From an optimization exercise on the open Yosys and OpenROAD flow, aimed at small area; shortcuts taken in it are not production practice.
In this exercise RTL edits were held to simulation tests only and were not proved equivalent to the original.
Power figures rest on the tool's default switching activity, not on a simulated workload.

==> run a <==
Design calculator_top, start of the top module:
module calculator_top (
    input clk,
    input reset,
    input [3:0] row,
    output [3:0] col,
    output [7:0] result,
    output [3:0] op_display
);
export LEC_CHECK = 0
export ABC_AREA = 1
export CAP_MARGIN = 20
export CORE_MARGIN = 2
export CORE_UTILIZATION = 40
export CTS_BUF_LIST = sky130_fd_sc_hd__clkbuf_8
export SLEW_MARGIN = 20
create_clock -name core_clock -period 30.0 [get_ports {clk}]
standard.sh (not shown) runs the stock make flow with config.mk's settings and CLKGATE_MAP_FILE= SYNTH_SCRIPT=/design/flow/synth_recipe.tcl, a recipe that flattens the netlist after the stock synthesis.
==> flow/flow/run.sh <==
#!/bin/bash
# Layout flow: the standard synthesis, then a re-mapping of the combinational logic
# for area (flip-flops untouched), then the standard ORFS flow from the new netlist.
set -euo pipefail
HERE=$(pwd)
R=$HERE/orfs/results/$FLOW_PLATFORM/calculator_top/base
YOSYS=$FLOW_HOME/../tools/install/yosys/bin/yosys
LIB=$FLOW_HOME/platforms/$FLOW_PLATFORM/lib/sky130_fd_sc_hd__tt_025C_1v80.lib

bash standard.sh synth > log_synth.log 2>&1
cp $R/1_2_yosys.v $HERE/netlist_std.v

DU=$(sed 's/^/-dont_use /' flow/dontuse.txt | tr '\n' ' ')
# several seeds of ABC's deep synthesis; keep the smallest result
best=""; bestA=1e12
for S in 0 1 2 3 4; do
  if [ $S = 0 ]; then cp flow/area_plain.abc area_0.abc; else sed "s/SEED/$S/g" flow/area.abc > area_$S.abc; fi
  cat > resynth_$S.ys <<YS
read_liberty -ignore_miss_func $LIB
read_verilog $HERE/netlist_std.v
hierarchy -top $FLOW_TOP
setattr -mod -set keep_hierarchy 1 sky130_fd_sc_hd__df* sky130_fd_sc_hd__edf*
flatten
opt_clean -purge
abc -liberty $LIB $DU -script $HERE/area_$S.abc $FLOW_TOP
opt_clean -purge $FLOW_TOP
hilomap -singleton -hicell sky130_fd_sc_hd__conb_1 HI -locell sky130_fd_sc_hd__conb_1 LO $FLOW_TOP
insbuf -buf sky130_fd_sc_hd__buf_4 A X $FLOW_TOP
tee -o $HERE/resynth_stat_$S.txt stat -liberty $LIB $FLOW_TOP
select $FLOW_TOP
write_verilog -noattr -nohex -nodec -selected $HERE/netlist_area_$S.v
YS
  $YOSYS -s resynth_$S.ys > log_resynth_$S.log 2>&1 &
done
wait || true
for S in 0 1 2 3 4; do
  if [ -f netlist_area_$S.v ] && [ -f resynth_stat_$S.txt ]; then
    A=$(grep -i "chip area" resynth_stat_$S.txt | awk '{print $NF}')
    if python3 -c "import sys; sys.exit(0 if float('$A') < float('$bestA') else 1)"; then bestA=$A; best=$S; fi
  fi
done
echo "best seed $best area $bestA" > resynth_choice.txt
if [ -n "$best" ]; then cp netlist_area_$best.v netlist_area.v; else cp netlist_std.v netlist_area.v; fi

# keep the standard netlist if the re-mapping lost or renamed any flip-flop
grep "sky130_fd_sc_hd__\(df\|edf\)" netlist_std.v | sort > ff_std.txt
grep "sky130_fd_sc_hd__\(df\|edf\)" netlist_area.v | sort > ff_area.txt
if cmp -s ff_std.txt ff_area.txt; then
  cp netlist_area.v $R/1_2_yosys.v
  rm -f $R/1_synth.odb $R/1_synth.sdc
  bash standard.sh synth > log_synth_odb.log 2>&1
fi
export BUFFER_PORTS_ARGS="-buffer_cell sky130_fd_sc_hd__buf_1"
if [ -f flow/cts_args.txt ]; then export CTS_ARGS="$(cat flow/cts_args.txt)"; fi
bash standard.sh finish > log_finish.log 2>&1
==> flow/flow/area.abc <==
strash
&get -n
&deepsyn -T 40 -S SEED
&deepsyn -T 40 -S 1SEED
&deepsyn -T 40 -S 2SEED
&deepsyn -T 40 -S 3SEED
&put
strash
&get -n
&dch -f
&nf -R 1000 -a
&put
topo
Other scripts of this flow, unchanged in this note and not shown: flow/flow/area_plain.abc, flow/flow/cts_args.txt, flow/flow/dontuse.txt
==> run b (differences from run a) <==
--- a/flow/flow/run.sh
+++ b/flow/flow/run.sh
@@ -15,3 +15,4 @@
 best=""; bestA=1e12
-for S in 0 1 2 3 4; do
+for S in 0 1 2 3 4 5 6 7 8; do
+  while [ $(jobs -r | wc -l) -ge 4 ]; do sleep 2; done
   if [ $S = 0 ]; then cp flow/area_plain.abc area_0.abc; else sed "s/SEED/$S/g" flow/area.abc > area_$S.abc; fi
@@ -35,3 +36,3 @@
 wait || true
-for S in 0 1 2 3 4; do
+for S in 0 1 2 3 4 5 6 7 8; do
   if [ -f netlist_area_$S.v ] && [ -f resynth_stat_$S.txt ]; then
--- a/flow/flow/area.abc
+++ b/flow/flow/area.abc
@@ -6,2 +6,4 @@
 &deepsyn -T 40 -S 3SEED
+&deepsyn -T 40 -S 4SEED
+&deepsyn -T 40 -S 5SEED
 &put
==> comparison table <==
| item | run a | run b |
|---|---|---|
| Status | finished clean | finished clean |
| R2R Setup Slk | 26.84 ns | 26.80 ns |
| Share of the final layout cell area in sequential cells | 0.3528 | 0.3555 |
| Max FO, Critical Path | 12 | 13 |
| Final wirelength | 4308 µm | 4221 µm |
| Non-clock inverter total of the final layout | 8 | 7 |
| Chip height | 69.23 µm | 68.96 µm |
| HPWL reported at the end of detailed placement | 3126 µm | 3059 µm |
| Power of the sequential group | 0.0672 mW | 0.0673 mW |
| Combinational Power | 0.0716 mW | 0.0732 mW |
| Layout clock area frac | 0.02292 | 0.02309 |
| Worst hold margin | 0.5077 ns | 0.4962 ns |
| Global-route wire length before repair | 7245 µm | 6789 µm |
| Global Route met2 Usage | 0.3002 | 0.2921 |

-- port drivers added, routing unchanged --
No port has a modelled driver above. Below, the same layouts with a new extraction and two added sets of constraints.
Step 1, drivers: a clkbuf_16 drives clk and a buf_2 each remaining input, both assumed.
Step 2, shift: input delay + t, output delay - t, t = (earliest + latest rising clock arrival at the registers) / 2. This alone moves slack from input paths to output paths.
Slacks: ideal / step 1 / step 2; pairs: ideal / step 1.
| run | t (ns) | setup WS [ns] | latest minus earliest clock arrival (ns) |
|---|---|---|---|
| run a | 0.291 | 22.867 / 22.840 / 23.131 | 0.003 / 0.002 |
| run b | 0.281 | 22.836 / 22.815 / 23.096 | 0.009 / 0.009 |
After both steps every run listed still meets setup and hold.
